This is an optimization exercise on Yosys and OpenROAD, whose aim is small area, not a production implementation. RTL that was checked went through simulation tests only; none was proved equivalent to the original. No functional check of the RTL was part of runs 3 and 4. Power figures rest on the tool's default switching activity, not on a simulated workload.

==> flow/design.v <==
`timescale 1ns / 1ps
module spi_master (
    input  logic        clk,
    input  logic        rst_n,
    input  logic        start,
    input  logic [7:0]  tx_data,
    output logic [7:0]  rx_bits,    
    output logic        rx_load,    
    output logic        busy,
    output logic        done,
    output logic        sclk,
    output logic        mosi,
    input  logic        miso,
    output logic        cs_n
);
    logic [1:0] st;
    logic [6:0] cnt;
    logic [2:0] bit_cnt;
    logic [6:0] sr;
    wire idle   = ~st[1] & ~st[0];
    wire in_st  = ~st[1] &  st[0];
    wire trans  =  st[1] &  st[0];
    wire sample = trans & (&cnt[5:0]);
    wire fall   = trans & (&cnt[6:4]);
    wire last   = fall & (bit_cnt == 3'd0);
    wire shift  = fall & (bit_cnt != 3'd0);
    wire load   = idle & start;
    assign busy    = st[1] | st[0];
    assign cs_n    = ~st[1];
    assign sclk    = st[1] & cnt[6];
    assign rx_bits = {mosi, sr};
    assign rx_load = st[1] & ~st[0];
    always_ff @(posedge clk or negedge rst_n) begin
        if (!rst_n) begin
            st   <= 2'b00;
            done <= 1'b0;
            mosi <= 1'b0;
        end else begin
            st[1] <= st[0];
            st[0] <= (~st[1] & (st[0] | start)) | (trans & ~last);
            done  <= st[1] & ~st[0];
            if (in_st)      mosi <= sr[0];
            else if (shift) mosi <= sr[6];
        end
    end
    always_ff @(posedge clk) begin
        if (trans & ~fall) cnt <= cnt + 7'd1;
        else               cnt <= 7'd13;
        if (!trans)    bit_cnt <= 3'd7;
        else if (fall) bit_cnt <= bit_cnt - 3'd1;
        if (load)        sr <= {tx_data[6:1], tx_data[7]};
        else if (shift)  sr[6:1] <= sr[5:0];
        else if (sample) sr[0] <= miso;
    end
endmodule
`timescale 1ns / 1ps
module spi_ip #
(
    parameter integer C_S_AXI_DATA_WIDTH = 32,
    parameter integer C_S_AXI_ADDR_WIDTH = 4
)
(
    input  logic                                s_axi_aclk,
    input  logic                                s_axi_aresetn,
    input  logic [C_S_AXI_ADDR_WIDTH-1 : 0]     s_axi_awaddr,
    input  logic [2 : 0]                        s_axi_awprot,
    input  logic                                s_axi_awvalid,
    output logic                                s_axi_awready,
    input  logic [C_S_AXI_DATA_WIDTH-1 : 0]     s_axi_wdata,
    input  logic [(C_S_AXI_DATA_WIDTH/8)-1 : 0] s_axi_wstrb,
    input  logic                                s_axi_wvalid,
    output logic                                s_axi_wready,
    output logic [1 : 0]                        s_axi_bresp,
    output logic                                s_axi_bvalid,
    input  logic                                s_axi_bready,
    input  logic [C_S_AXI_ADDR_WIDTH-1 : 0]     s_axi_araddr,
    input  logic [2 : 0]                        s_axi_arprot,
    input  logic                                s_axi_arvalid,
    output logic                                s_axi_arready,
    output logic [C_S_AXI_DATA_WIDTH-1 : 0]     s_axi_rdata,
    output logic [1 : 0]                        s_axi_rresp,
    output logic                                s_axi_rvalid,
    input  logic                                s_axi_rready,
    output logic                                spi_sclk,
    output logic                                spi_mosi,
    input  logic                                spi_miso,
    output logic                                spi_cs_n
);
    logic [31:0] reg_ctrl;
    logic [31:0] reg_tx;
    logic [7:0]  reg_rx;
    logic axi_ready_w, axi_bvalid, axi_arready, axi_rvalid;
    logic        rd_ctrl, rd_tx;
    logic [7:0]  rd_lo;
    logic [7:0]  rx_bits;
    logic        rx_load, spi_busy, spi_done;
    spi_master u_spi_master (
        .clk     (s_axi_aclk),
        .rst_n   (s_axi_aresetn),
        .start   (reg_ctrl[0]),
        .tx_data (reg_tx[7:0]),
        .rx_bits (rx_bits),
        .rx_load (rx_load),
        .busy    (spi_busy),
        .done    (spi_done),
        .sclk    (spi_sclk),
        .mosi    (spi_mosi),
        .miso    (spi_miso),
        .cs_n    (spi_cs_n)
    );
    assign s_axi_awready = axi_ready_w;
    assign s_axi_wready  = axi_ready_w;
    assign s_axi_bvalid  = axi_bvalid;
    assign s_axi_bresp   = 2'b00;
    assign s_axi_arready = axi_arready;
    assign s_axi_rvalid  = axi_rvalid;
    assign s_axi_rresp   = 2'b00;
    assign s_axi_rdata   = ({32{rd_ctrl}} & reg_ctrl) | ({32{rd_tx}} & reg_tx) | {24'b0, rd_lo};
    wire rstn   = s_axi_aresetn;
    wire aw_go  = rstn & ~axi_ready_w & s_axi_awvalid & s_axi_wvalid;
    wire go_c   = aw_go & (s_axi_awaddr[3:2] == 2'b00);
    wire go_t   = aw_go & (s_axi_awaddr[3:2] == 2'b10);
    logic wr_c, keep_c, wr_t, keep_t;
    wire cap    = ~axi_rvalid;
    wire cap_st = cap & (s_axi_araddr[3:2] == 2'b01);
    wire cap_rx = cap & (s_axi_araddr[3:2] == 2'b11);
    always_ff @(posedge s_axi_aclk) begin
        wr_c   <= go_c;
        keep_c <= rstn & ~go_c;
        wr_t   <= go_t;
        keep_t <= rstn & ~go_t;
        reg_ctrl[31:1] <= ({31{wr_c}} & s_axi_wdata[31:1]) | ({31{keep_c}} & reg_ctrl[31:1]);
        reg_ctrl[0]    <= rstn & (wr_c ? s_axi_wdata[0] : reg_ctrl[0]);
        reg_tx         <= ({32{wr_t}} & s_axi_wdata) | ({32{keep_t}} & reg_tx);
        reg_rx         <= ({8{rx_load}} & rx_bits) | ({8{~rx_load & rstn}} & reg_rx);
        axi_ready_w <= aw_go;
        axi_bvalid  <= rstn & (axi_ready_w | (axi_bvalid & ~s_axi_bready));
        axi_arready <= rstn & ~axi_arready & s_axi_arvalid;
        axi_rvalid  <= rstn & ((axi_arready & s_axi_arvalid & ~axi_rvalid) |
                               (axi_rvalid & ~s_axi_rready));
        rd_ctrl <= (axi_rvalid & rd_ctrl) | (cap & (s_axi_araddr[3:2] == 2'b00));
        rd_tx   <= (axi_rvalid & rd_tx)   | (cap & (s_axi_araddr[3:2] == 2'b10));
        rd_lo   <= ({8{axi_rvalid}} & rd_lo) | ({8{cap_rx}} & reg_rx) |
                   ({8{cap_st}} & {6'b0, spi_done, spi_busy});
    end
endmodule
==> flow/flow/run.sh <==
#!/bin/bash
# Standard layout (standard.sh, unchanged synthesis), except that the port
# buffers use the smallest buffer cell and clock tree synthesis adds no
# dummy loads. Each step's full log is under orfs/logs; make's own output
# goes to standard.log.
set -euo pipefail
export BUFFER_PORTS_ARGS="-buffer_cell sky130_fd_sc_hd__buf_1"
export CTS_ARGS="-sink_clustering_enable -repair_clock_nets -dont_use_dummy_load"
bash standard.sh > standard.log 2>&1
==> flow/standard.sh <==
#!/bin/bash
# synth_recipe.tcl (not shown) runs the flow's synth.tcl, then flattens the netlist and writes it again
# the make line also repeats each setting of config.mk as NAME=value (left out here)
make -C /OpenROAD-flow-scripts/flow DESIGN_CONFIG=/design/flow/config.mk WORK_HOME=/design/flow/orfs CLKGATE_MAP_FILE= SYNTH_SCRIPT=/design/flow/synth_recipe.tcl "${@:-finish}"
==> flow/config.mk <==
export PLATFORM = sky130hd
export DESIGN_NAME = spi_ip
export DESIGN_NICKNAME = spi_ip
export VERILOG_FILES = /design/flow/design.v
export SDC_FILE = /design/flow/constraint.sdc
export NUM_CORES = 4
export LEC_CHECK = 0
export CAP_MARGIN = 20
export CORE_MARGIN = 2
export CORE_UTILIZATION = 40
export SLEW_MARGIN = 20
==> flow/constraint.sdc <==
create_clock -name core_clock -period 10.0 [get_ports {s_axi_aclk}]
set_input_delay 2.0000 -clock core_clock [delete_from_list [all_inputs] [get_ports {s_axi_aclk}]]
set_output_delay 2.0000 -clock core_clock [all_outputs]
set_load 0.01 [all_outputs]
==> flow_summary.yaml, run 1 <==
critical_path:
  cp.required_ns: 8.00
  crit_chain: "buf_4 > a221o_1 > buf_1"
  endpoint_kind: "output pin"
  r2r_slack_ns: 8.02
  cp_slowest_cell: "a221o_1"
  path_class: "flip-flop to output pin"
  slowest_delay_ns: 0.44
  critical-path-top-delay-family: "compound AO/OA/AOI/OAI gates"
  cp-start-kind: "flip-flop"
  r2r_start: "u_spi_master.bit_cnt[0]"
  worstPathMaxFanout: 32
  worst-path-buf-inv: 2
  cp.arrival_ns: 1.56
  r2r_end: "u_spi_master.sr[5]"
  rr_worst_depth: 4
floorplan:
  core.rowCount: 36
  core_um2: 9820
  initial_utilization_pct: 41.3
  die_w_um: 105
  die_h_um: 105
  pin_count: 102
  die_area_um2: 10900
drt:
  drt_iter0_markers: 190
  vias: 3073
  antenna_left: 0
  post_drt_wl_per_cell_um: 15.9
  vias_per_cell: 5.40
  drc_errors: 0
  drt-total-wl_mm: 9.03
  first_pass_iters: 4
cts:
  post-cts-setup-buffers: 0
  cts_tree: "done"
  cts_resized: 0
  htreeDepth: 3
  clock_latency_ns: 0.35
  numCtsBuffers: 9
  cts_sinks: 111
  cts_root_buffer: "clkbuf_8"
  cts_hold_buf: 0
  clkTransAtPathRegs_ns: 0.07
  clock_path_buffers: 2
grt:
  antenna_found_initial: 0
  overflow: 0
  grt_usage_pct: 16.6
  grt_pass1_wl_mm: 14.8
  grt_pass1_vias: 2993
  grt_max_degree: 33
hold_path:
  hp-class: "flip-flop to flip-flop"
  hold_depth: 1
  min_from: "u_spi_master.cnt[0]"
  holdPathEnd: "u_spi_master.cnt[0]"
sta:
  rsz0062_at_grt: "false"
  setup_violations: 0
  drv_slew: 0
  fmax_mhz: 281
  tns_ns: 0
  fin_crit_ns: 3.56
  slew_headroom_pct: 40.3
  worst_pin_slew_ns: 0.889
  period_share_pct: 35.6
  finClkSkew_ns: 0.0268
  hold_viol: 0
outcome:
  status: "finished clean"
final_layout:
  num-fill-cells: 967
  nets: 499
  final_cell_area_um2: 4580
  drive_gt1_share_pct: 6.19
  num_antenna_cells: 0
  area_delta_synth_final_pct: 12.9
  mostFrequentLayoutCells: "98 x dfxtp_1, 88 x a22o_1, 83 x buf_1, 38 x nand2_1, 18 x o21ai_0"
  final_common_cell: "dfxtp_1"
synth:
  ys_ff_latch: 111
  avgSynthCellArea_um2: 11.1
  yosysTopAreaCellShare_pct: 48.4
  ys_async_sr_fraction_pct: 3.60
  yosys.area_share.simple_pct: 9.08
  synth_mux_area_share_pct: 2.47
  synthTopCellsByArea: "dfxtp_1 48%, a22o_1 19%, edfxtp_1 6.7%"
  ys.flop_type: "dfxtp_1"
  synth_edf_count: 9
  yosys.area.top_type: "dfxtp_1"
  yosys.area_share.adder_pct: 0.926
  synth-compound-area-share_pct: 24.9
  seq_area_frac_synth_pct: 57.6
  ys_types: 41
  synth_xor_area_share_pct: 0.865
  yosys_warnings: 2
  synth_top_family_by_area: "compound AO/OA/AOI/OAI gates"
  synth_cells: 366
  netlist_area_um2: 4050
pwr:
  power.density_nw_per_um2: 175
  combPwrFrac_pct: 10.8
  p_sw_mw: 0.205
  seqPwrFrac_pct: 62.9
  power.leakage_nw: 1.72
  p_clk_share_pct: 26.3
  ir_worst_vdd_v: 0.0000756
  internal-power_mw: 0.598
  switching_share_pct: 25.5
placed_design:
  io_buffers: 83
  hpwl_mm: 5.80
  gp_congestion: 0.771
  place_area_um2: 4450
run:
  drv_cap: 0
-- flip-flops by register name, summed over array words and instances, names as in the netlist, named ones only --
| name | cells |
|---|---|
| reg_ctrl | 32 |
| reg_tx | 32 |
| rd_lo | 8 |
| reg_rx | 8 |
| u_spi_master.cnt | 7 |
| u_spi_master.sr | 7 |
| u_spi_master.bit_cnt | 3 |
| u_spi_master.st | 2 |
| axi_arready | 1 |
| axi_bvalid | 1 |
| axi_ready_w | 1 |
| axi_rvalid | 1 |
| keep_c | 1 |
| keep_t | 1 |
| u_spi_master.done | 1 |
| u_spi_master.mosi | 1 |
| wr_c | 1 |
| wr_t | 1 |
-- worst max path at each step --
stage               from        endpoint  cells past startpoint
2_1_floorplan  flip-flop  s_axi_rdata[1]                      2
3_3_place_gp   flip-flop  s_axi_rdata[7]                      3
3_5_place_dp   flip-flop  s_axi_rdata[7]                      3
4_1_cts        flip-flop  s_axi_rdata[7]                      3
5_1_grt        flip-flop  s_axi_rdata[7]                      3
6_report       flip-flop  s_axi_rdata[7]                      3
-- stage by stage --
stage,util (%),setup slack (ns),power (mW),std cells,hold WS [ns]
2_1_floorplan,-,6.98,0.569,369,0.349
3_3_place_gp,45.3,6.80,0.599,560,0.402
3_5_place_dp,45.3,6.79,0.602,560,0.408
4_1_cts,46.6,6.42,0.810,569,0.424
5_1_grt,46.6,6.36,0.844,569,0.455
6_report,46.6,6.44,0.803,569,0.423
-- cell usage after synthesis, types with 4 or more instances --
| cell type | n |
|---|---|
| a221o_1 | 8 |
| a22o_1 | 88 |
| and2_1 | 4 |
| buf_4 | 5 |
| clkbuf_1 | 21 |
| dfrtp_1 | 4 |
| dfxtp_1 | 98 |
| edfxtp_1 | 9 |
| inv_1 | 6 |
| mux2_2 | 8 |
| nand2_1 | 38 |
| nand3_1 | 7 |
| nor2_1 | 9 |
| nor2b_1 | 7 |
| o21ai_0 | 18 |
-- power by group through the flow --
stage	clock [mW]	combinational (mW)	sequential, mW
floorplan	0	0.0618	0.507
global placement	0	0.0859	0.513
detailed placement	0	0.0872	0.515
CTS	0.217	0.0875	0.505
global route	0.237	0.0976	0.510
finish	0.211	0.0864	0.505
-- routing by layer --
metal	global-route usage [%]	routed length, um	share of wire, %
met1	22.7	4270	47
met2	25.9	4160	46
met3	3.81	425	4.7
met4	6.00	168	1.9
met5	0	0	0
-- final cells by class --
| class | instances | area (um^2) | area share (%) |
|---|---|---|---|
| inverters | 6 | 22.5 | 0.492 |
| well taps | 133 | 166 | 3.64 |
| clock buffers | 9 | 124 | 2.71 |
| flip-flops and latches | 111 | 2330 | 51.0 |
| multi-input cells | 220 | 1570 | 34.2 |
| repair buffers | 90 | 364 | 7.96 |
-- logic make-up after synthesis --
logic type / count (synthesis)
AO/OA/AOI/OAI: 123
XOR/XNOR: 4
adder cells (fa/ha/maj): 3
buffers and inverters: 38
flip-flops: 111
multiplexers: 9
other: 1
AND/OR/NAND/NOR: 77
==> inputs of run 2 (changes only) <==
==> flow/flow/run.sh (replaced) <==
#!/bin/bash
# Standard layout, with the port buffers made from the smallest buffer cell.
set -euo pipefail
export BUFFER_PORTS_ARGS="-buffer_cell sky130_fd_sc_hd__buf_1"
bash standard.sh > standard.log 2>&1
==> flow_summary.yaml, run 2 <==
final_layout:
  area_delta_synth_final_pct: 14.8
  nets: 499
  final_cell_area_um2: 4650
  drive_gt1_share_pct: 7.67
  num_antenna_cells: 0
  mostFrequentLayoutCells: "98 x dfxtp_1, 88 x a22o_1, 83 x buf_1, 38 x nand2_1, 18 x o21ai_0"
  top_regs: "reg_ctrl: 32 flops, reg_tx: 32 flops"
  final_common_cell: "dfxtp_1"
floorplan:
  pin_count: 102
  core_um2: 9820
  die_area_um2: 10900
  die_w_um: 105
  initial_utilization_pct: 41.3
  core.rowCount: 36
  die_h_um: 105
pwr:
  ir_worst_vdd_v: 0.000101
  total_power_mw: 0.859
  power.density_nw_per_um2: 185
  power.leakage_nw: 1.76
synth:
  yosys.area.top_type: "dfxtp_1"
  synth_edf_count: 9
  yosys-top-cells-count: "98 x dfxtp_1, 88 x a22o_1, 38 x nand2_1, 21 x clkbuf_1, 18 x o21ai_0"
  yosys_warnings: 2
  seq_area_frac_synth_pct: 57.6
  ys.flop_type: "dfxtp_1"
  netlist_area_um2: 4050
  synthTopCellsByArea: "dfxtp_1 48%, a22o_1 19%, edfxtp_1 6.7%"
  ys_async_sr_fraction_pct: 3.60
  yosysMostFrequentCell: "dfxtp_1"
  yosysTopAreaCellShare_pct: 48.4
  synth_cells: 366
  ys_ff_latch: 111
  avgSynthCellArea_um2: 11.1
  ys_types: 41
drt:
  vias: 3069
  antenna_left: 0
  vias_per_cell: 5.33
  drt_iter0_markers: 154
  drc_errors: 0
  drt-total-wl_mm: 8.99
  first_pass_iters: 5
  post_drt_wl_per_cell_um: 15.6
critical_path:
  cp.arrival_ns: 1.60
  rr_worst_depth: 4
  cp.required_ns: 8.00
  path_class: "flip-flop to output pin"
  cp-start-kind: "flip-flop"
  endpoint_kind: "output pin"
  worstPathMaxFanout: 32
cts:
  clock_latency_ns: 0.36
  cts_resized: 0
  cts_tree: "done"
  clkTransAtPathRegs_ns: 0.10
  cts_sinks: 111
  htreeDepth: 3
  cts_root_buffer: "clkbuf_8"
  post-cts-setup-buffers: 0
  clock_path_buffers: 2
  cts_hold_buf: 0
  numCtsBuffers: 9
sta:
  hold_viol: 0
  hold_slack_ns: 0.430
  worst_pin_slew_ns: 0.901
  rsz0062_at_grt: "false"
  tns_ns: 0
  slew_headroom_pct: 39.4
  setup_violations: 0
  period_share_pct: 36.0
  drv_slew: 0
  fmax_mhz: 278
  finClkSkew_ns: 0.0121
  fin_crit_ns: 3.60
placed_design:
  gp_congestion: 0.771
  place_area_um2: 4450
  hpwl_mm: 5.80
  io_buffers: 83
grt:
  grt_pass1_wl_mm: 14.8
  grt_max_degree: 33
  grt_pass1_vias: 3007
  antenna_found_initial: 0
  overflow: 0
  grt_usage_pct: 16.6
outcome:
  status: "finished clean"
hold_path:
  hp-class: "flip-flop to flip-flop"
  hold_depth: 1
run:
  drv_cap: 0
==> run 2: cell counts after synthesis <==
Identical to the previous run, type by type.
==> run 2: cell type report <==
type                    count  area [um^2]
flip-flops and latches    111         2330
multi-input cells         220         1570
clock buffers              10          149
inverters                   6         22.5
well taps                 133          166
fillers                   955         5170
clock inverters             6         48.8
repair buffers             90          364
==> run 2: final timing paths <==
check / start / endpoint / slack, ns
max in group asynchronous: s_axi_aresetn / u_spi_master.st[1] / 8.25
min in group asynchronous: s_axi_aresetn / u_spi_master.done / 1.57
worst min register to register: u_spi_master.cnt[0] / u_spi_master.cnt[0] / 0.43
worst max register to register: u_spi_master.bit_cnt[0] / u_spi_master.sr[5] / 8.02
worst max-delay path: flip-flop / s_axi_rdata[7] / 6.40
worst min-delay path: u_spi_master.cnt[0] / u_spi_master.cnt[0] / 0.43
==> run 2: cell families (layout without fill, tap and decap cells) <==
logic type	count (synthesis)	in the layout	share of synthesized area [%]
AOI/OAI and AO/OA	123	123	24.9
xor gates and xnor gates	4	4	0.865
adders and majority gates	3	3	0.927
buffers and inverters	38	112	4.11
DFF	111	111	57.6
muxes	9	9	2.47
other	1	4	0.0926
and+or+nand+nor	77	77	9.08
==> run 2: worst max-delay path, stage by stage, from the launching register on <==
cell,delay (ns)
edfxtp_1,0.39
buf_4,0.26
a221o_1,0.44
buf_1,0.15
==> run 2: report_power, final <==
group          switching, mW  total [mW]  leakage, nW  internal, mW
Sequential            0.0239       0.505        0.932         0.482
Combinational         0.0518      0.0866        0.726        0.0347
Clock                  0.157       0.267        0.105         0.110
Total                  0.232       0.859         1.76         0.626
==> run 2: per-layer routing <==
metal	track usage (%)	routed length, um	vias to the layer above
met5	0	0	-
met4	6.00	151	0
met3	3.81	407	13
met2	26.0	4150	81
met1	22.6	4280	1487
li1	-	-	1488
==> run 2: through the flow <==
stage / cells / setup WS, ns / util [%]
floorplan: 369 / 6.98 / -
global placement: 560 / 6.80 / 45.3
detailed placement: 560 / 6.79 / 45.3
CTS: 576 / 6.39 / 47.3
global route: 576 / 6.32 / 47.3
finish: 576 / 6.40 / 47.3
==> inputs of run 3 (changes only) <==
--- a/flow/design.v
+++ b/flow/design.v
@@ -118,21 +118,19 @@
     assign s_axi_rdata   = ({32{rd_ctrl}} & reg_ctrl) | ({32{rd_tx}} & reg_tx) | {24'b0, rd_lo};
     wire rstn   = s_axi_aresetn;
-    wire aw_go  = rstn & ~axi_ready_w & s_axi_awvalid & s_axi_wvalid;
-    wire go_c   = aw_go & (s_axi_awaddr[3:2] == 2'b00);
-    wire go_t   = aw_go & (s_axi_awaddr[3:2] == 2'b10);
-    logic wr_c, keep_c, wr_t, keep_t;
+    wire wr     = rstn & axi_ready_w;
+    wire wr_c   = wr & (s_axi_awaddr[3:2] == 2'b00);
+    wire wr_t   = wr & (s_axi_awaddr[3:2] == 2'b10);
+    wire keep_c = rstn & ~wr_c;
+    wire keep_t = rstn & ~wr_t;
+    wire ld_rx  = rstn & rx_load;
+    wire keep_rx = rstn & ~rx_load;
     wire cap    = ~axi_rvalid;
     wire cap_st = cap & (s_axi_araddr[3:2] == 2'b01);
     wire cap_rx = cap & (s_axi_araddr[3:2] == 2'b11);
     always_ff @(posedge s_axi_aclk) begin
-        wr_c   <= go_c;
-        keep_c <= rstn & ~go_c;
-        wr_t   <= go_t;
-        keep_t <= rstn & ~go_t;
-        reg_ctrl[31:1] <= ({31{wr_c}} & s_axi_wdata[31:1]) | ({31{keep_c}} & reg_ctrl[31:1]);
-        reg_ctrl[0]    <= rstn & (wr_c ? s_axi_wdata[0] : reg_ctrl[0]);
-        reg_tx         <= ({32{wr_t}} & s_axi_wdata) | ({32{keep_t}} & reg_tx);
-        reg_rx         <= ({8{rx_load}} & rx_bits) | ({8{~rx_load & rstn}} & reg_rx);
-        axi_ready_w <= aw_go;
+        reg_ctrl <= ({32{wr_c}} & s_axi_wdata) | ({32{keep_c}} & reg_ctrl);
+        reg_tx   <= ({32{wr_t}} & s_axi_wdata) | ({32{keep_t}} & reg_tx);
+        reg_rx   <= ({8{ld_rx}} & rx_bits)     | ({8{keep_rx}} & reg_rx);
+        axi_ready_w <= rstn & ~axi_ready_w & s_axi_awvalid & s_axi_wvalid;
         axi_bvalid  <= rstn & (axi_ready_w | (axi_bvalid & ~s_axi_bready));
         axi_arready <= rstn & ~axi_arready & s_axi_arvalid;
==> flow/run.sh (new file) <==
#!/bin/bash
# synth_recipe.tcl (not shown) runs the flow's synth.tcl, then flattens the netlist and writes it again
# the make line also repeats each setting of config.mk as NAME=value (left out here)
make -C /OpenROAD-flow-scripts/flow DESIGN_CONFIG=/design/flow/config.mk WORK_HOME=/design/flow/orfs CLKGATE_MAP_FILE= SYNTH_SCRIPT=/design/flow/synth_recipe.tcl finish
removed: flow/flow/run.sh
removed: flow/standard.sh
==> flow_summary.yaml, run 3 <==
outcome:
  status: "finished clean"
synth:
  yosysMostFrequentCell: "nand2_1"
  synth_edf_count: 9
  yosys-top-cells-count: "166 x nand2_1, 94 x dfxtp_1, 73 x o21ai_0, 25 x a22o_1, 16 x clkbuf_1"
  yosys.area.top_type: "dfxtp_1"
  netlist_area_um2: 4260
  yosysTopAreaCellShare_pct: 44.1
  synth_cells: 493
  synthTopCellsByArea: "dfxtp_1 44%, nand2_1 15%, o21ai_0 8.6%"
  ys.flop_type: "dfxtp_1"
  ys_async_sr_fraction_pct: 3.74
  ys_ff_latch: 107
  yosys_warnings: 2
  seq_area_frac_synth_pct: 52.8
  ys_types: 40
  avgSynthCellArea_um2: 8.65
final_layout:
  top_regs: "reg_ctrl: 32 flops, reg_tx: 32 flops"
  num_antenna_cells: 0
  final_common_cell: "nand2_1"
  multi_input_area_um2: 1810
  seq_area_um2: 2250
  final_util_pct: 51.9
  nets: 616
  num-fill-cells: 982
  mostFrequentLayoutCells: "166 x nand2_1, 94 x dfxtp_1, 82 x clkdlybuf4s50_1, 73 x o21ai_0, 25 x a22o_1"
  area_delta_synth_final_pct: 25.6
  drive_gt1_share_pct: 5.89
hold_path:
  min_from: "u_spi_master.cnt[0]"
  hp-class: "flip-flop to flip-flop"
  hold_depth: 1
  holdPathEnd: "u_spi_master.cnt[0]"
grt:
  grt_pass1_wl_mm: 16.1
  overflow: 0
  grt_max_degree: 83
  antenna_found_initial: 0
  grt_pass1_vias: 3330
  grt_usage_pct: 17.8
cts:
  clock_latency_ns: 0.37
  cts_tree: "done"
  clkTransAtPathRegs_ns: 0.09
  post-cts-setup-buffers: 0
  clock_path_buffers: 2
  numCtsBuffers: 9
  cts_root_buffer: "clkbuf_8"
  htreeDepth: 3
  cts_sinks: 107
  cts_hold_buf: 0
  cts_resized: 0
sta:
  worst_pin_slew_ns: 0.951
  setup_violations: 0
  fin_crit_ns: 3.94
  rsz0062_at_grt: "false"
  tns_ns: 0
  finClkSkew_ns: 0.00748
  hold_viol: 0
  slew_headroom_pct: 36.1
  drv_slew: 0
  period_share_pct: 39.4
  fmax_mhz: 254
critical_path:
  worst-path-buf-inv: 2
  r2r_start: "u_spi_master.bit_cnt[0]"
  endpoint_kind: "output pin"
  cp.required_ns: 8.00
  critical-path-top-delay-family: "buffers and inverters"
  slowest_delay_ns: 0.50
  r2r_slack_ns: 8.01
  cp.arrival_ns: 1.94
  cp_slowest_cell: "clkdlybuf4s50_1"
  path_class: "flip-flop to output pin"
  rr_worst_depth: 4
  worstPathMaxFanout: 32
  crit_chain: "buf_4 > a221o_1 > clkdlybuf4s50_1"
  cp-start-kind: "flip-flop"
  r2r_end: "u_spi_master.sr[6]"
placed_design:
  io_buffers: 83
  gp_congestion: 0.754
  hpwl_mm: 6.09
run:
  drv_cap: 0
drt:
  first_pass_iters: 4
  antenna_left: 0
  post_drt_wl_per_cell_um: 14.2
  vias_per_cell: 5.08
  drt-total-wl_mm: 9.91
  drt_iter0_markers: 139
  vias: 3537
  drc_errors: 0
floorplan:
  pin_count: 102
  core.rowCount: 37
  core_um2: 10300
  die_h_um: 107
  die_w_um: 107
  initial_utilization_pct: 41.3
  die_area_um2: 11500
pwr:
  power.leakage_nw: 1.91
  ir_worst_vdd_v: 0.0000928
  power.density_nw_per_um2: 166
-- run 3: kinds of logic (layout without fill, tap and decap cells) --
| family | Yosys count | in the layout | synth area share (%) |
|---|---|---|---|
| other | 1 | 4 | 0.0879 |
| AND/OR/NAND/NOR | 201 | 201 | 19.7 |
| buffers and inverters | 45 | 109 | 4.99 |
| adder cells (fa/ha/maj) | 3 | 3 | 0.880 |
| AO/OA/AOI/OAI | 124 | 124 | 18.6 |
| flip-flops | 107 | 107 | 52.8 |
| XOR/XNOR | 4 | 4 | 0.822 |
| multiplexers | 8 | 8 | 2.11 |
-- run 3: final cells by class --
type                       instances  area share (%)
timing repair buffer              87            16.0
sequential                       107            42.1
clock inverter                     7            2.17
inverter                           6           0.421
clock buffer                       9            2.31
multi-input combinational        344            33.9
tap                              136            3.18
-- run 3: how the worst max path moves through the flow --
stage	depth (start not counted)	start	end	slack [ns]
finish	3	flip-flop	s_axi_rdata[6]	6.06
global route	3	flip-flop	s_axi_rdata[6]	5.97
CTS	4	s_axi_aresetn	reg_tx[13]	6.02
detailed placement	4	s_axi_aresetn	reg_tx[13]	5.61
global placement	4	s_axi_aresetn	reg_tx[9]	5.72
floorplan	2	flip-flop	s_axi_rdata[1]	6.98
-- run 3: layer usage --
| layer | wire (um) | vias to the layer above | track usage, % |
|---|---|---|---|
| met4 | 144 | 0 | 7.42 |
| met2 | 4390 | 67 | 29.3 |
| li1 | - | 1784 | - |
| met1 | 5020 | 1674 | 23.2 |
| met5 | 0 | - | 0 |
| met3 | 358 | 12 | 2.78 |
-- run 3: power breakdown --
group | switching, mW | leakage (nW) | internal, mW | total (mW)
clock | 0.145 | 0.109 | 0.165 | 0.311
sequential | 0.0199 | 0.896 | 0.453 | 0.473
combinational | 0.0552 | 0.901 | 0.0506 | 0.106
total | 0.220 | 1.91 | 0.669 | 0.889
-- run 3: metrics by stage --
| stage | cell area (um^2) | std cells | power [mW] | setup slack [ns] | hold WS (ns) |
|---|---|---|---|---|---|
| floorplan | 4280 | 496 | 0.539 | 6.98 | 0.349 |
| global placement | 5110 | 680 | 0.587 | 5.72 | 0.399 |
| detailed placement | 5110 | 680 | 0.589 | 5.61 | 0.405 |
| CTS | 5350 | 696 | 0.899 | 6.02 | 0.429 |
| global route | 5360 | 696 | 0.933 | 5.97 | 0.446 |
| finish | 5360 | 696 | 0.889 | 6.06 | 0.430 |
==> inputs of run 4 (changes only) <==
--- a/flow/config.mk
+++ b/flow/config.mk
@@ -6,6 +6,8 @@
 export NUM_CORES = 4
 export LEC_CHECK = 0
+export ABC_AREA = 1
 export CAP_MARGIN = 20
 export CORE_MARGIN = 2
-export CORE_UTILIZATION = 40
+export CORE_UTILIZATION = 70
+export CTS_BUF_LIST = sky130_fd_sc_hd__clkbuf_2 sky130_fd_sc_hd__clkbuf_4 sky130_fd_sc_hd__clkbuf_8
 export SLEW_MARGIN = 20
==> flow_summary.yaml, run 4 <==
critical_path:
  r2r_start: "axi_ready_w"
  cp.arrival_ns: 2.43
  path_class: "flip-flop to output pin"
  worstPathMaxFanout: 24
  r2r_slack_ns: 7.86
  cp-start-kind: "flip-flop"
  cp.required_ns: 8.00
  r2r_end: "reg_ctrl[31]"
  rr_worst_depth: 6
  critPathCapture: "s_axi_rdata[31]"
  endpoint_kind: "output pin"
drt:
  drt-total-wl_mm: 11.4
  antenna_left: 0
  drc_errors: 0
  drt_iter0_markers: 630
  vias_per_cell: 6.06
  post_drt_wl_per_cell_um: 17.7
  first_pass_iters: 8
  vias: 3902
cts:
  clkTransAtPathRegs_ns: 0.10
  cts_root_buffer: "clkbuf_8"
  cts_tree: "done"
  clock_path_buffers: 2
  numCtsBuffers: 9
  cts_sinks: 107
  post-cts-setup-buffers: 0
  htreeDepth: 3
  cts_hold_buf: 0
  cts_resized: 0
  clock_latency_ns: 0.37
final_layout:
  num-fill-cells: 238
  final_common_cell: "inv_1"
  mostFrequentLayoutCells: "117 x inv_1, 94 x dfxtp_1, 83 x clkdlybuf4s50_1, 81 x o22ai_1, 50 x nand2_1"
  instances_no_fill: 644
  multi_input_area_um2: 1260
  top_regs: "reg_ctrl: 32 flops, reg_tx: 32 flops"
  final_util_pct: 91.5
  num_antenna_cells: 0
  final_cell_area_um2: 5100
  seq_area_um2: 2250
  area_delta_synth_final_pct: 25.1
  drive_gt1_share_pct: 3.67
  nets: 628
sta:
  drv_slew: 0
  setup_violations: 0
  worst_pin_slew_ns: 1.08
  rsz0062_at_grt: "false"
  setup_ws_ns: 5.57
  fin_crit_ns: 4.43
  fmax_mhz: 226
  hold_viol: 0
  period_share_pct: 44.3
  tns_ns: 0
  hold_slack_ns: 0.449
  slew_headroom_pct: 28.0
  finClkSkew_ns: 0.00823
floorplan:
  die_area_um2: 6450
  core.rowCount: 27
  die_w_um: 80.3
  pin_count: 102
  initial_utilization_pct: 73.1
  core_um2: 5570
  die_h_um: 80.3
grt:
  overflow: 0
  grt_max_degree: 42
  antenna_found_initial: 0
  grt_pass1_vias: 3831
  grt_pass1_wl_mm: 18.2
  grt_usage_pct: 37.2
pwr:
  power.leakage_nw: 2.05
  power.density_nw_per_um2: 168
  ir_worst_vdd_v: 0.000164
  total_power_mw: 0.857
synth:
  synth_edf_count: 9
  yosys-top-cells-count: "117 x inv_1, 94 x dfxtp_1, 81 x o22ai_1, 51 x nand2_1, 30 x nand3_1"
  synthTopCellsByArea: "dfxtp_1 46%, o22ai_1 12%, inv_1 11%"
  seq_area_frac_synth_pct: 55.2
  synth_cells: 494
  avgSynthCellArea_um2: 8.25
  yosys_warnings: 2
  ys_async_sr_fraction_pct: 3.74
  ys_types: 21
  ys.flop_type: "dfxtp_1"
  yosys.area.top_type: "dfxtp_1"
  ys_ff_latch: 107
  netlist_area_um2: 4080
  yosysTopAreaCellShare_pct: 46.2
  yosysMostFrequentCell: "inv_1"
placed_design:
  gp_congestion: 0.791
  io_buffers: 83
  pre_cts_ws_ns: 5.51
  place_area_um2: 4900
  dp_cells: 628
  hpwl_mm: 6.51
run:
  drv_cap: 0
outcome:
  status: "finished clean"
hold_path:
  hp-class: "flip-flop to flip-flop"
run 4: how the worst min path moves through the flow:
stage / start / endpoint / cells after the start
finish: u_spi_master.cnt[0] / u_spi_master.cnt[0] / 1
global route: u_spi_master.cnt[0] / u_spi_master.cnt[0] / 1
CTS: u_spi_master.cnt[0] / u_spi_master.cnt[0] / 1
detailed placement: u_spi_master.cnt[0] / u_spi_master.cnt[0] / 1
global placement: u_spi_master.cnt[0] / u_spi_master.cnt[0] / 1
floorplan: u_spi_master.cnt[0] / u_spi_master.cnt[0] / 1
run 4: logic make-up (layout without fill, tap and decap cells):
group                      after synthesis  after routing  share of synthesized area (%)
xor gates and xnor gates                 1              1                          0.215
DFF                                    107            107                           55.2
buffers and inverters                  146            221                           14.1
adders and majority gates                3              3                          0.921
and+or+nand+nor                        101            101                           10.3
other                                    1              4                         0.0920
AOI/OAI and AO/OA                      135            135                           19.1
run 4: routing by layer:
metal  vias to the layer above  global-route usage, %  share of wire, %
li1                       1757                      -                 -
met5                         -                      0                 0
met1                      1751                   43.9                37
met4                         0                   21.9               5.8
met2                       318                   61.4                47
met3                        76                   9.10               9.8
run 4: critical path, cell delays in order, from the launching register on:
cell             delay [ns]
edfxtp_1               0.57
inv_1                  0.74
o22ai_1                0.19
clkdlybuf4s50_1        0.55
run 4: report_power, final:
group | internal (mW) | total, mW | switching [mW]
Combinational | 0.0485 | 0.116 | 0.0672
Sequential | 0.453 | 0.472 | 0.0189
Clock | 0.125 | 0.269 | 0.144
Total | 0.626 | 0.857 | 0.230
run 4: area by class of cell:
type / count / area share, %
clock buffers: 11 / 2.85
clock inverters: 5 / 1.01
inverters: 119 / 8.76
multi-input cells: 244 / 24.7
flip-flops and latches: 107 / 44.2
well taps: 72 / 1.77
repair buffers: 86 / 16.7
==> inputs of run 5 (changes only) <==
--- a/flow/design.v
+++ b/flow/design.v
@@ -44,4 +44,10 @@
         end
     end
+    wire keep_hi = ~load & ~shift;
+    wire keep_lo = ~load & ~sample;
+    spi_shreg #(.W(6)) u_sr_hi (.clk(clk), .ld(load), .sh(shift),  .keep(keep_hi),
+                                .d(tx_data[6:1]), .si(sr[0]), .q(sr[6:1]));
+    spi_shreg #(.W(1)) u_sr_lo (.clk(clk), .ld(load), .sh(sample), .keep(keep_lo),
+                                .d(tx_data[7]),   .si(miso),  .q(sr[0]));
     always_ff @(posedge clk) begin
         if (trans & ~fall) cnt <= cnt + 7'd1;
@@ -49,8 +55,22 @@
         if (!trans)    bit_cnt <= 3'd7;
         else if (fall) bit_cnt <= bit_cnt - 3'd1;
-        if (load)        sr <= {tx_data[6:1], tx_data[7]};
-        else if (shift)  sr[6:1] <= sr[5:0];
-        else if (sample) sr[0] <= miso;
     end
+endmodule
+module spi_shreg #(parameter integer W = 6) (
+    input  logic         clk,
+    input  logic         ld,
+    input  logic         sh,
+    input  logic         keep,
+    input  logic [W-1:0] d,
+    input  logic         si,
+    output logic [W-1:0] q
+);
+    logic [W-1:0] below;
+    if (W > 1) begin : g_below
+        assign below = {q[W-2:0], si};
+    end else begin : g_below1
+        assign below = si;
+    end
+    always_ff @(posedge clk) q <= ({W{ld}} & d) | ({W{sh}} & below) | ({W{keep}} & q);
 endmodule
 `timescale 1ns / 1ps
@@ -118,19 +138,20 @@
     assign s_axi_rdata   = ({32{rd_ctrl}} & reg_ctrl) | ({32{rd_tx}} & reg_tx) | {24'b0, rd_lo};
     wire rstn   = s_axi_aresetn;
-    wire wr     = rstn & axi_ready_w;
-    wire wr_c   = wr & (s_axi_awaddr[3:2] == 2'b00);
-    wire wr_t   = wr & (s_axi_awaddr[3:2] == 2'b10);
-    wire keep_c = rstn & ~wr_c;
-    wire keep_t = rstn & ~wr_t;
-    wire ld_rx  = rstn & rx_load;
-    wire keep_rx = rstn & ~rx_load;
+    wire aw_go  = rstn & ~axi_ready_w & s_axi_awvalid & s_axi_wvalid;
     wire cap    = ~axi_rvalid;
     wire cap_st = cap & (s_axi_araddr[3:2] == 2'b01);
     wire cap_rx = cap & (s_axi_araddr[3:2] == 2'b11);
+    wire wr_c   = rstn & axi_ready_w & (s_axi_awaddr[3:2] == 2'b00);
+    wire wr_t   = rstn & axi_ready_w & (s_axi_awaddr[3:2] == 2'b10);
+    wire keep_c = rstn & ~wr_c;
+    wire keep_t = rstn & ~wr_t;
+    spi_reg #(.W(32)) u_ctrl (.clk(s_axi_aclk), .ld(wr_c), .keep(keep_c), .d(s_axi_wdata), .q(reg_ctrl));
+    wire ld_rx   = rstn & rx_load;
+    wire keep_rx = rstn & ~rx_load;
+    spi_reg #(.W(8))  u_rx   (.clk(s_axi_aclk), .ld(ld_rx), .keep(keep_rx), .d(rx_bits), .q(reg_rx));
+    spi_reg #(.W(6))  u_rdlo (.clk(s_axi_aclk), .ld(cap_rx), .keep(axi_rvalid), .d(reg_rx[7:2]), .q(rd_lo[7:2]));
+    spi_reg #(.W(32)) u_tx   (.clk(s_axi_aclk), .ld(wr_t), .keep(keep_t), .d(s_axi_wdata), .q(reg_tx));
     always_ff @(posedge s_axi_aclk) begin
-        reg_ctrl <= ({32{wr_c}} & s_axi_wdata) | ({32{keep_c}} & reg_ctrl);
-        reg_tx   <= ({32{wr_t}} & s_axi_wdata) | ({32{keep_t}} & reg_tx);
-        reg_rx   <= ({8{ld_rx}} & rx_bits)     | ({8{keep_rx}} & reg_rx);
-        axi_ready_w <= rstn & ~axi_ready_w & s_axi_awvalid & s_axi_wvalid;
+        axi_ready_w <= aw_go;
         axi_bvalid  <= rstn & (axi_ready_w | (axi_bvalid & ~s_axi_bready));
         axi_arready <= rstn & ~axi_arready & s_axi_arvalid;
@@ -139,6 +160,15 @@
         rd_ctrl <= (axi_rvalid & rd_ctrl) | (cap & (s_axi_araddr[3:2] == 2'b00));
         rd_tx   <= (axi_rvalid & rd_tx)   | (cap & (s_axi_araddr[3:2] == 2'b10));
-        rd_lo   <= ({8{axi_rvalid}} & rd_lo) | ({8{cap_rx}} & reg_rx) |
-                   ({8{cap_st}} & {6'b0, spi_done, spi_busy});
+        rd_lo[1:0] <= ({2{axi_rvalid}} & rd_lo[1:0]) | ({2{cap_rx}} & reg_rx[1:0]) |
+                      ({2{cap_st}} & {spi_done, spi_busy});
     end
 endmodule
+module spi_reg #(parameter integer W = 32) (
+    input  logic         clk,
+    input  logic         ld,
+    input  logic         keep,
+    input  logic [W-1:0] d,
+    output logic [W-1:0] q
+);
+    always_ff @(posedge clk) q <= ({W{ld}} & d) | ({W{keep}} & q);
+endmodule
==> flow/flow/run.sh (new file) <==
#!/bin/bash
# Standard layout (standard.sh, unchanged synthesis), except that the port
# buffers use the smallest buffer cell and clock tree synthesis adds no
# dummy loads. Each step's full log is under orfs/logs; make's own output
# goes to standard.log.
set -euo pipefail
export BUFFER_PORTS_ARGS="-buffer_cell sky130_fd_sc_hd__buf_1"
export CTS_ARGS="-sink_clustering_enable -repair_clock_nets -dont_use_dummy_load"
bash standard.sh > standard.log 2>&1
==> flow/standard.sh (new file) <==
#!/bin/bash
# synth_recipe.tcl (not shown) runs the flow's synth.tcl, then flattens the netlist and writes it again
# the make line also repeats each setting of config.mk as NAME=value (left out here)
make -C /OpenROAD-flow-scripts/flow DESIGN_CONFIG=/design/flow/config.mk WORK_HOME=/design/flow/orfs CLKGATE_MAP_FILE= SYNTH_SCRIPT=/design/flow/synth_recipe.tcl "${@:-finish}"
==> flow/config.mk (replaced) <==
export PLATFORM = sky130hd
export DESIGN_NAME = spi_ip
export DESIGN_NICKNAME = spi_ip
export VERILOG_FILES = /design/flow/design.v
export SDC_FILE = /design/flow/constraint.sdc
export NUM_CORES = 4
export LEC_CHECK = 0
export CAP_MARGIN = 20
export CORE_MARGIN = 2
export CORE_UTILIZATION = 40
export SLEW_MARGIN = 20
export SYNTH_HIERARCHICAL = 1
removed: flow/run.sh
==> flow_summary.yaml, run 5 <==
grt:
  grt_max_degree: 33
  grt_pass1_vias: 2927
  overflow: 0
  antenna_found_initial: 0
  grt_pass1_wl_mm: 14.4
  grt_usage_pct: 16.6
sta:
  setup_violations: 0
  rsz0062_at_grt: "false"
  worst_pin_slew_ns: 0.718
  hold_slack_ns: 0.416
  period_share_pct: 36.8
  tns_ns: 0
  drv_slew: 0
  finClkSkew_ns: 0.0159
  fmax_mhz: 272
  fin_crit_ns: 3.68
  hold_viol: 0
  slew_headroom_pct: 51.7
hold_path:
  hold_depth: 1
  holdPathEnd: "u_spi_master.cnt[0]"
  hp-class: "flip-flop to flip-flop"
  min_from: "u_spi_master.cnt[0]"
cts:
  post-cts-setup-buffers: 0
  cts_tree: "done"
  clock_latency_ns: 0.35
  htreeDepth: 3
  numCtsBuffers: 9
  cts_hold_buf: 0
  cts_resized: 0
  cts_root_buffer: "clkbuf_8"
  clkTransAtPathRegs_ns: 0.09
  clock_path_buffers: 2
  cts_sinks: 107
floorplan:
  die_area_um2: 10800
  die_w_um: 104
  pin_count: 102
  initial_utilization_pct: 41.1
  core_um2: 9730
  core.rowCount: 36
  die_h_um: 104
run:
  drv_cap: 0
drt:
  drt_iter0_markers: 125
  drc_errors: 0
  drt-total-wl_mm: 8.87
  vias: 2966
  antenna_left: 0
  post_drt_wl_per_cell_um: 16.3
  vias_per_cell: 5.45
  first_pass_iters: 5
final_layout:
  drive_gt1_share_pct: 6.33
  num-fill-cells: 973
  mostFrequentLayoutCells: "101 x dfxtp_1, 98 x a22o_1, 83 x buf_1, 15 x inv_1"
  final_util_pct: 45.4
  top_regs: "u_ctrl.q: 32 flops, u_tx.q: 32 flops, u_rx.q: 8 flops"
  num_antenna_cells: 0
  nets: 474
  final_common_cell: "dfxtp_1"
  final_cell_area_um2: 4420
  area_delta_synth_final_pct: 10.5
  instances_no_fill: 544
pwr:
  combPwrFrac_pct: 9.4
  power.leakage_nw: 1.73
  power.density_nw_per_um2: 166
  seqPwrFrac_pct: 62.7
  switching_share_pct: 25.0
  p_sw_mw: 0.183
  p_clk_share_pct: 27.9
  internal-power_mw: 0.549
  ir_worst_vdd_v: 0.0000884
critical_path:
  worstPathMaxFanout: 27
  r2r_end: "u_spi_master.u_sr_hi.q[4]"
  endpoint_kind: "output pin"
  cp.arrival_ns: 1.68
  path_class: "flip-flop to output pin"
  r2r_start: "u_spi_master.bit_cnt[0]"
  r2r_slack_ns: 7.74
  rr_worst_depth: 7
  cp-start-kind: "flip-flop"
  cp.required_ns: 8.00
synth:
  seq_area_frac_synth_pct: 54.6
  ys.flop_type: "dfxtp_1"
  yosysTopAreaCellShare_pct: 50.6
  yosysMostFrequentCell: "dfxtp_1"
  ys_async_sr_fraction_pct: 3.74
  ys_types: 42
  yosys_warnings: 13
  yosys.area.top_type: "dfxtp_1"
  synthTopCellsByArea: "dfxtp_1 51%, a22o_1 21%, buf_6 4.2%"
  synth_cells: 337
  netlist_area_um2: 4000
  avgSynthCellArea_um2: 11.9
  yosys-top-cells-count: "101 x dfxtp_1, 98 x a22o_1, 15 x buf_6, 15 x inv_1, 9 x nor2_1"
  ys_ff_latch: 107
  synth_edf_count: 2
placed_design:
  gp_congestion: 0.772
  io_buffers: 83
  place_area_um2: 4290
  hpwl_mm: 5.85
  dp_cells: 535
outcome:
  status: "finished clean"
==> run 5: cell count changes in the layout (fill, tap and decap cells not counted), sizes merged, moves of 7 or more <==
cell and delta:
a21oi -13, a221o +8, a222oi +7, a22o +102, buf +87, clkdlybuf4s50 -83
dfxtp +7, edfxtp -7, inv -104, nand2 -43, nand3 -26, nor2 -10
o21ai -33, o22ai -81
==> run 5: modules after synthesis (local to each module, per instance), a selection <==
module,cell area [um^2],cells,copies in the design
spi_ip,714,78,1
spi_master,646,68,1
==> run 5: logic make-up after synthesis <==
| family | after synthesis | share of synthesized area, % |
|---|---|---|
| muxes | 3 | 0.751 |
| xor gates and xnor gates | 3 | 0.657 |
| adders and majority gates | 3 | 0.939 |
| DFF | 107 | 54.6 |
| other | 1 | 0.0938 |
| and+or+nand+nor | 44 | 6.42 |
| AOI/OAI and AO/OA | 133 | 28.9 |
| buffers and inverters | 43 | 7.70 |
==> run 5: routing by layer <==
metal | track usage [%] | vias up | wire (um)
li1 | - | 1424 | -
met1 | 20.1 | 1439 | 3990
met2 | 29.1 | 94 | 4250
met3 | 4.45 | 9 | 522
met4 | 4.63 | 0 | 104
met5 | 0 | - | 0
==> run 5: worst max-delay path by stage <==
stage                         start              to  cells past startpoint
floorplan                 flip-flop  s_axi_rdata[1]                      2
global placement    s_axi_awaddr[2]    u_ctrl.q[31]                      5
detailed placement  s_axi_awaddr[2]    u_ctrl.q[14]                      5
CTS                       flip-flop  s_axi_rdata[1]                      3
global route              flip-flop  s_axi_rdata[1]                      3
finish                    flip-flop  s_axi_rdata[1]                      3
==> run 5: through the flow <==
stage | setup slack, ns | total power, mW
after floorplan | 7.06 | 0.520
after global placement | 6.49 | 0.538
after detailed placement | 6.48 | 0.539
after CTS | 6.28 | 0.743
after global routing | 6.24 | 0.769
final | 6.32 | 0.732
==> run 5: worst max-delay path: stages, from the launching register on <==
cell and delay [ns]:
edfxtp_1 0.50, buf_4 0.29, a221o_1 0.39, buf_1 0.14
==> run 5: layout make-up <==
class	count	area, um^2	share of cell area (%)
sequential	107	2180	49.4
multi-input combinational	190	1520	34.5
timing repair buffer	90	364	8.25
tap	133	166	3.77
clock buffer	9	124	2.81
inverter	15	56.3	1.28
==> run 5: power groups by stage <==
stage | combinational (mW) | sequential [mW] | clock, mW
final | 0.0692 | 0.459 | 0.204
after detailed placement | 0.0700 | 0.469 | 0
after CTS | 0.0704 | 0.459 | 0.214
after floorplan | 0.0562 | 0.464 | 0
after global routing | 0.0774 | 0.462 | 0.230
after global placement | 0.0696 | 0.469 | 0
==> inputs of run 6 (changes only) <==
--- a/flow/design.v
+++ b/flow/design.v
@@ -14,6 +14,8 @@
     output logic        cs_n
 );
+    localparam logic [6:0] CNT0 = 7'd26;
     logic [1:0] st;
-    logic [6:0] cnt;
+    logic [6:0] cnt;      
+    logic       sclk_q;
     logic [2:0] bit_cnt;
     logic [6:0] sr;
@@ -21,12 +23,12 @@
     wire in_st  = ~st[1] &  st[0];
     wire trans  =  st[1] &  st[0];
-    wire sample = trans & (&cnt[5:0]);
-    wire fall   = trans & (&cnt[6:4]);
+    wire sample = ~sclk_q & cnt[1] & ~cnt[3] & cnt[4] & cnt[6];
+    wire fall   =  sclk_q & ~cnt[2] & ~cnt[4] & ~cnt[6];
     wire last   = fall & (bit_cnt == 3'd0);
-    wire shift  = fall & (bit_cnt != 3'd0);
+    wire shift  = in_st | (fall & (bit_cnt != 3'd0));
     wire load   = idle & start;
     assign busy    = st[1] | st[0];
     assign cs_n    = ~st[1];
-    assign sclk    = st[1] & cnt[6];
+    assign sclk    = sclk_q;
     assign rx_bits = {mosi, sr};
     assign rx_load = st[1] & ~st[0];
@@ -36,10 +38,11 @@
             done <= 1'b0;
             mosi <= 1'b0;
+            sclk_q <= 1'b0;
         end else begin
+            sclk_q <= trans & (sclk_q ? ~fall : sample);
             st[1] <= st[0];
             st[0] <= (~st[1] & (st[0] | start)) | (trans & ~last);
             done  <= st[1] & ~st[0];
-            if (in_st)      mosi <= sr[0];
-            else if (shift) mosi <= sr[6];
+            if (shift) mosi <= sr[6];
         end
     end
@@ -47,10 +50,10 @@
     wire keep_lo = ~load & ~sample;
     spi_shreg #(.W(6)) u_sr_hi (.clk(clk), .ld(load), .sh(shift),  .keep(keep_hi),
-                                .d(tx_data[6:1]), .si(sr[0]), .q(sr[6:1]));
+                                .d(tx_data[7:2]), .si(sr[0]), .q(sr[6:1]));
     spi_shreg #(.W(1)) u_sr_lo (.clk(clk), .ld(load), .sh(sample), .keep(keep_lo),
-                                .d(tx_data[7]),   .si(miso),  .q(sr[0]));
+                                .d(tx_data[1]),   .si(miso),  .q(sr[0]));
     always_ff @(posedge clk) begin
-        if (trans & ~fall) cnt <= cnt + 7'd1;
-        else               cnt <= 7'd13;
+        if (trans & ~fall) cnt <= {cnt[5:0], cnt[6] ^ cnt[0]};
+        else               cnt <= CNT0;
         if (!trans)    bit_cnt <= 3'd7;
         else if (fall) bit_cnt <= bit_cnt - 3'd1;
@@ -156,11 +159,22 @@
         axi_bvalid  <= rstn & (axi_ready_w | (axi_bvalid & ~s_axi_bready));
         axi_arready <= rstn & ~axi_arready & s_axi_arvalid;
-        axi_rvalid  <= rstn & ((axi_arready & s_axi_arvalid & ~axi_rvalid) |
-                               (axi_rvalid & ~s_axi_rready));
-        rd_ctrl <= (axi_rvalid & rd_ctrl) | (cap & (s_axi_araddr[3:2] == 2'b00));
-        rd_tx   <= (axi_rvalid & rd_tx)   | (cap & (s_axi_araddr[3:2] == 2'b10));
-        rd_lo[1:0] <= ({2{axi_rvalid}} & rd_lo[1:0]) | ({2{cap_rx}} & reg_rx[1:0]) |
-                      ({2{cap_st}} & {spi_done, spi_busy});
+        axi_rvalid  <= rstn & (axi_arready | (axi_rvalid & ~s_axi_rready));
     end
+    spi_reg #(.W(2)) u_rdsel (.clk(s_axi_aclk), .ld(cap), .keep(axi_rvalid),
+                              .d({s_axi_araddr[3:2] == 2'b10, s_axi_araddr[3:2] == 2'b00}),
+                              .q({rd_tx, rd_ctrl}));
+    spi_reg2 #(.W(2)) u_rdst (.clk(s_axi_aclk), .ld_a(cap_rx), .ld_b(cap_st), .keep(axi_rvalid),
+                              .a(reg_rx[1:0]), .b({spi_done, spi_busy}), .q(rd_lo[1:0]));
+endmodule
+module spi_reg2 #(parameter integer W = 2) (
+    input  logic         clk,
+    input  logic         ld_a,
+    input  logic         ld_b,
+    input  logic         keep,
+    input  logic [W-1:0] a,
+    input  logic [W-1:0] b,
+    output logic [W-1:0] q
+);
+    always_ff @(posedge clk) q <= ({W{ld_a}} & a) | ({W{ld_b}} & b) | ({W{keep}} & q);
 endmodule
 module spi_reg #(parameter integer W = 32) (
==> flow_summary.yaml, run 6 <==
outcome:
  status: "finished clean"
cts:
  numCtsBuffers: 9
  cts_hold_buf: 0
  cts_tree: "done"
  clkTransAtPathRegs_ns: 0.10
  cts_resized: 0
  cts_sinks: 108
  clock_latency_ns: 0.36
  clock_path_buffers: 2
  htreeDepth: 3
  cts_root_buffer: "clkbuf_8"
  post-cts-setup-buffers: 0
synth:
  synthTopCellsByArea: "dfxtp_1 52%, a22o_1 22%, buf_6 3.7%"
  ys_ff_latch: 108
  yosys.area.top_type: "dfxtp_1"
  ys_types: 38
  netlist_area_um2: 3950
  yosys-top-cells-count: "103 x dfxtp_1, 100 x a22o_1, 16 x inv_1, 13 x buf_6, 9 x a222oi_1"
  seq_area_frac_synth_pct: 55.4
  avgSynthCellArea_um2: 12.2
  synth_edf_count: 0
  synth_cells: 325
  yosys_warnings: 15
  ys.flop_type: "dfxtp_1"
  yosysTopAreaCellShare_pct: 52.2
  ys_async_sr_fraction_pct: 4.63
  yosysMostFrequentCell: "dfxtp_1"
placed_design:
  gp_congestion: 0.771
  io_buffers: 83
  place_area_um2: 4250
  hpwl_mm: 6.01
drt:
  vias: 2918
  drt-total-wl_mm: 9.15
  drc_errors: 0
  vias_per_cell: 5.48
  drt_iter0_markers: 172
  first_pass_iters: 5
  antenna_left: 0
  post_drt_wl_per_cell_um: 17.2
grt:
  top_usage_layer: "met2"
  grt_usage_pct: 17.4
  grtUsageMet2_pct: 28.3
  grt_pass1_vias: 2805
  antenna_found_initial: 0
  grt_max_degree: 33
  use_met1_pct: 23.0
  grt_pass1_wl_mm: 14.4
  overflow: 0
  grtUsageMet3_pct: 4.97
floorplan:
  core.rowCount: 36
  die_w_um: 103
  core_um2: 9680
  die_h_um: 103
  initial_utilization_pct: 40.8
  die_area_um2: 10700
  pin_count: 102
pwr:
  internal-power_mw: 0.613
  combPwrFrac_pct: 15.1
  p_sw_mw: 0.233
  ir_worst_vdd_v: 0.000113
  p_clk_share_pct: 24.3
  power.density_nw_per_um2: 193
  seqPwrFrac_pct: 60.6
  power.leakage_nw: 1.77
  switching_share_pct: 27.6
final_layout:
  num_antenna_cells: 0
  nets: 461
  final_cell_area_um2: 4380
  mostFrequentLayoutCells: "103 x dfxtp_1, 100 x a22o_1, 83 x buf_1, 16 x inv_1"
  final_common_cell: "dfxtp_1"
  area_delta_synth_final_pct: 10.9
  top_regs: "u_ctrl.q: 32 flops, u_tx.q: 32 flops, u_rx.q: 8 flops"
  drive_gt1_share_pct: 6.02
sta:
  drv_slew: 0
  slew_headroom_pct: 49.5
  setup_violations: 0
  fin_crit_ns: 3.75
  finClkSkew_ns: 0.0336
  period_share_pct: 37.5
  tns_ns: 0
  worst_pin_slew_ns: 0.757
  rsz0062_at_grt: "false"
  hold_viol: 0
  fmax_mhz: 267
hold_path:
  hp-class: "flip-flop to flip-flop"
run:
  drv_cap: 0
critical_path:
  cp-start-kind: "flip-flop"
  cp.required_ns: 8.00
  worstPathMaxFanout: 20
  path_class: "flip-flop to output pin"
  endpoint_kind: "output pin"
  r2r_slack_ns: 8.27
  cp.arrival_ns: 1.75
## run 6: cells by family after synthesis
family | share of synthesized area (%)
flops | 55.4
mux | 0.285
fa+ha+maj | 0.634
xor+xnor | 0.444
simple gates | 5.92
other cells | 0.0950
compound gates | 29.8
buf+inv | 7.45
## run 6: stage by stage
step / hold slack [ns] / utilization [%] / setup slack (ns) / cells / total power [mW]
2_1_floorplan: 0.349 / - / 7.07 / 328 / 0.614
3_3_place_gp: 0.410 / 43.9 / 6.29 / 523 / 0.648
3_5_place_dp: 0.423 / 43.9 / 6.34 / 523 / 0.650
4_1_cts: 0.448 / 45.2 / 6.20 / 532 / 0.857
5_1_grt: 0.455 / 45.2 / 6.09 / 532 / 0.893
6_report: 0.443 / 45.2 / 6.25 / 532 / 0.846
## run 6: critical path, stage by stage, from the launching register on
cell,delay (ns)
dfxtp_1,0.71
buf_4,0.36
a22o_1,0.16
buf_1,0.18
## run 6: modules after synthesis, one instance, submodules excluded, a selection
module      cell area (um^2)  times used
spi_ip                   571           1
spi_master               616           1
## run 6: path summary, 6_finish.rpt
kind,startpoint,end,cells past startpoint
worst min register to register,u_spi_master.cnt[3],u_spi_master.cnt[4],1
min in group asynchronous,s_axi_aresetn,u_spi_master.mosi,1
worst min-delay path,u_spi_master.cnt[3],u_spi_master.cnt[4],1
worst max register to register,u_spi_master.cnt[6],u_spi_master.u_sr_hi.q[4],5
max in group asynchronous,s_axi_aresetn,u_spi_master.done,1
worst max-delay path,u_rdsel.q[1],s_axi_rdata[17],3
## run 6: power groups by stage
stage          combinational [mW]  clock [mW]  sequential, mW
6_report                    0.127       0.206           0.513
5_1_grt                     0.144       0.230           0.519
4_1_cts                     0.129       0.215           0.513
3_5_place_dp                0.127           0           0.523
3_3_place_gp                0.126           0           0.522
2_1_floorplan               0.103           0           0.510
## run 6: metal layers
| metal | vias up | wire length, um |
|---|---|---|
| met5 | - | 0 |
| met3 | 8 | 512 |
| met4 | 0 | 89 |
| met2 | 73 | 4250 |
| li1 | 1394 | - |
| met1 | 1443 | 4290 |
## run 6: cell type report
type	count	area [um^2]
multi-input combinational	177	1480
fill	940	5310
clock buffer	9	124
timing repair buffer	89	357
tap	133	166
inverter	16	60.1
sequential	108	2190
==> inputs of run 7 (changes only) <==
--- a/flow/design.v
+++ b/flow/design.v
@@ -25,6 +25,6 @@
     wire sample = ~sclk_q & cnt[1] & ~cnt[3] & cnt[4] & cnt[6];
     wire fall   =  sclk_q & ~cnt[2] & ~cnt[4] & ~cnt[6];
-    wire last   = fall & (bit_cnt == 3'd0);
-    wire shift  = in_st | (fall & (bit_cnt != 3'd0));
+    wire last   = fall & (&bit_cnt);
+    wire shift  = in_st | (fall & ~(&bit_cnt));
     wire load   = idle & start;
     assign busy    = st[1] | st[0];
@@ -53,9 +53,8 @@
     spi_shreg #(.W(1)) u_sr_lo (.clk(clk), .ld(load), .sh(sample), .keep(keep_lo),
                                 .d(tx_data[1]),   .si(miso),  .q(sr[0]));
+    spi_cnt3 u_bits (.clk(clk), .inc(fall), .keep(trans & ~fall), .q(bit_cnt));
     always_ff @(posedge clk) begin
         if (trans & ~fall) cnt <= {cnt[5:0], cnt[6] ^ cnt[0]};
         else               cnt <= CNT0;
-        if (!trans)    bit_cnt <= 3'd7;
-        else if (fall) bit_cnt <= bit_cnt - 3'd1;
     end
 endmodule
@@ -76,4 +75,12 @@
     end
     always_ff @(posedge clk) q <= ({W{ld}} & d) | ({W{sh}} & below) | ({W{keep}} & q);
+endmodule
+module spi_cnt3 (
+    input  logic       clk,
+    input  logic       inc,
+    input  logic       keep,
+    output logic [2:0] q
+);
+    always_ff @(posedge clk) q <= ({3{inc}} & (q + 3'd1)) | ({3{keep}} & q);
 endmodule
 `timescale 1ns / 1ps
==> flow/flow/run.sh (replaced) <==
#!/bin/bash
# The standard layout (standard.sh, with its unchanged synthesis), plus:
# - after synthesis, every combinational cell is set to the smallest drive
#   strength of its function (downsize.py); the layout's repair steps size
#   up again where a net needs it;
# - the port buffers use the smallest buffer cell;
# - clock tree synthesis adds no dummy loads;
# - the constant outputs share one tie cell.
# Each step's full log is under orfs/logs; make's output goes to synth.log
# and standard.log, downsize.py's to downsize.log.
set -euo pipefail
export BUFFER_PORTS_ARGS="-buffer_cell sky130_fd_sc_hd__buf_1"
export CTS_ARGS="-sink_clustering_enable -repair_clock_nets -dont_use_dummy_load"
export SKIP_REPAIR_TIE_FANOUT=1
bash standard.sh synth > synth.log 2>&1
python3 flow/downsize.py orfs/results/$FLOW_PLATFORM/spi_ip/base/1_2_yosys.v \
  "$FLOW_HOME/platforms/$FLOW_PLATFORM/lib/sky130_fd_sc_hd__tt_025C_1v80.lib" > downsize.log 2>&1
bash standard.sh > standard.log 2>&1
==> flow/flow/downsize.py (new file) <==
#!/usr/bin/env python3
"""Swap every combinational cell of a synthesized netlist to the smallest
drive strength of the same function (sky130_fd_sc_hd__<fn>_<N> ->
<fn>_<smallest N in the library>). Flip-flops are left as they are; the
layout's repair steps size cells up again where a net needs it."""
import re, sys
net, lib = sys.argv[1], sys.argv[2]
dont_use = set(sys.argv[3].split()) if len(sys.argv) > 3 else set()
cells = set(re.findall(r'^\s*cell\s*\(\s*"?([A-Za-z0-9_]+)"?\s*\)', open(lib).read(), re.M))
by_fn = {}
for c in cells:
    m = re.match(r'(sky130_fd_sc_hd__[a-z0-9]+)_(\d+)$', c)
    if m and c not in dont_use:
        by_fn.setdefault(m.group(1), []).append(int(m.group(2)))
seq = ('df', 'edf', 'sdf', 'dl', 'conb', 'clk', 'tap', 'fill', 'decap', 'dly', 'probe', 'lpflow')
s = open(net).read()
count = 0
def sub(m):
    global count
    fn, n = m.group(1), int(m.group(2))
    if any(fn.split('__')[1].startswith(p) for p in seq) or fn not in by_fn:
        return m.group(0)
    best = min(by_fn[fn])
    if best < n:
        count += 1
        return f'{fn}_{best}'
    return m.group(0)
s = re.sub(r'\b(sky130_fd_sc_hd__[a-z0-9]+)_(\d+)\b(?=\s+\S+\s*\()', sub, s)
open(net, 'w').write(s)
print(f'downsize: {count} cells')
==> flow_summary.yaml, run 7 <==
outcome:
  status: "finished clean"
floorplan:
  die_w_um: 101
  core_um2: 9150
  core.rowCount: 35
  die_h_um: 101
  initial_utilization_pct: 40.9
  pin_count: 102
  die_area_um2: 10200
pwr:
  seqPwrFrac_pct: 61.0
  total_power_mw: 0.822
  p_sw_mw: 0.221
  ir_worst_vdd_v: 0.000114
  switching_share_pct: 26.8
  power.leakage_nw: 1.73
  p_clk_share_pct: 24.9
  power.density_nw_per_um2: 192
  internal-power_mw: 0.602
  combPwrFrac_pct: 14.1
sta:
  drv_slew: 0
  slew_headroom_pct: 48.8
  tns_ns: 0
  rsz0062_at_grt: "false"
  setup_violations: 0
  fmax_mhz: 268
  period_share_pct: 37.4
  finClkSkew_ns: 0.0264
  worst_pin_slew_ns: 0.769
  hold_slack_ns: 0.447
  fin_crit_ns: 3.74
  hold_viol: 0
grt:
  grt_pass1_wl_mm: 14.3
  grt_usage_pct: 18.2
  overflow: 0
  grt_max_degree: 33
  grt_pass1_vias: 2852
  antenna_found_initial: 0
critical_path:
  rr_worst_depth: 6
  cp.arrival_ns: 1.74
  r2r_start: "u_spi_master.sclk_q"
  worstPathMaxFanout: 24
  path_class: "flip-flop to output pin"
  critPathCapture: "s_axi_rdata[2]"
  cp-start-kind: "flip-flop"
  r2r_end: "u_spi_master.u_sr_hi.q[2]"
  r2r_slack_ns: 8.22
  worstSetupStartpoint: "u_rdsel.q[1]"
  endpoint_kind: "output pin"
  cp.required_ns: 8.00
synth:
  avgSynthCellArea_um2: 11.8
  netlist_area_um2: 3750
  synth_cells: 318
  yosys_warnings: 16
final_layout:
  num_antenna_cells: 0
  drive_gt1_share_pct: 4.60
  final_util_pct: 46.8
  top_regs: "u_ctrl.q: 32 flops, u_tx.q: 32 flops, u_rx.q: 8 flops"
  area_delta_synth_final_pct: 14.3
  final_cell_area_um2: 4280
  nets: 452
  num-fill-cells: 872
  final_common_cell: "a22o_1"
  mostFrequentLayoutCells: "106 x a22o_1, 103 x dfxtp_1, 83 x buf_1, 14 x inv_1"
drt:
  vias: 2871
  first_pass_iters: 4
  drt-total-wl_mm: 8.90
  vias_per_cell: 5.72
  post_drt_wl_per_cell_um: 17.7
  drt_iter0_markers: 110
  antenna_left: 0
  drc_errors: 0
placed_design:
  hpwl_mm: 5.82
  io_buffers: 83
  place_area_um2: 4160
  gp_congestion: 0.727
cts:
  htreeDepth: 3
  clock_path_buffers: 2
  cts_sinks: 108
  clkTransAtPathRegs_ns: 0.09
  clock_latency_ns: 0.36
  cts_tree: "done"
  cts_hold_buf: 0
  numCtsBuffers: 9
  cts_resized: 0
  post-cts-setup-buffers: 0
  cts_root_buffer: "clkbuf_8"
hold_path:
  hold_depth: 1
  hp-class: "flip-flop to flip-flop"
run:
  drv_cap: 0
-- run 7: critical path, cell delays in order, from the launching register on --
cell and delay [ns]:
dfxtp_1 0.62, buf_4 0.38, a221o_1 0.22, buf_1 0.16
-- run 7: how the worst min path moves through the flow --
stage,start,endpoint,slack (ns)
2_1_floorplan,u_spi_master.cnt[3],u_spi_master.cnt[4],0.41
3_3_place_gp,u_spi_master.cnt[3],u_spi_master.cnt[4],0.42
3_5_place_dp,u_spi_master.cnt[5],u_spi_master.cnt[6],0.42
4_1_cts,u_spi_master.cnt[3],u_spi_master.cnt[4],0.45
5_1_grt,u_spi_master.cnt[5],u_spi_master.cnt[6],0.47
6_report,u_spi_master.cnt[5],u_spi_master.cnt[6],0.45
-- run 7: power by group through the flow --
stage | Clock (mW) | Sequential, mW | Combinational (mW)
CTS | 0.215 | 0.501 | 0.117
detailed placement | 0 | 0.511 | 0.116
floorplan | 0 | 0.504 | 0.0811
global placement | 0 | 0.510 | 0.115
global route | 0.233 | 0.506 | 0.131
finish | 0.205 | 0.502 | 0.116
-- run 7: final cells by class --
class / count / area, um^2 / area share (%)
tap: 111 / 139 / 3.24
clock buffer: 9 / 124 / 2.89
multi-input combinational: 170 / 1410 / 33.0
timing repair buffer: 90 / 364 / 8.51
inverter: 14 / 52.6 / 1.23
sequential: 108 / 2190 / 51.1
-- run 7: routing by layer --
| layer | GRT usage (%) | vias to the layer above | wire (um) |
|---|---|---|---|
| li1 | - | 1380 | - |
| met3 | 6.03 | 7 | 582 |
| met5 | 0 | - | 0 |
| met2 | 29.7 | 84 | 4170 |
| met1 | 23.4 | 1400 | 4080 |
| met4 | 3.79 | 0 | 74 |
-- run 7: metrics by stage --
step	cells	setup WS, ns
CTS	502	6.23
detailed placement	493	6.09
global placement	493	6.13
global route	502	6.16
floorplan	318	7.09
finish	502	6.26

Setup slack of run 7, layout unchanged: 6.263 ns with ideal ports, 6.232 ns with driving cells assumed (clock clkbuf_16, inputs buf_2), 6.195 ns with port delays also shifted by the 0.379 ns mid clock arrival.
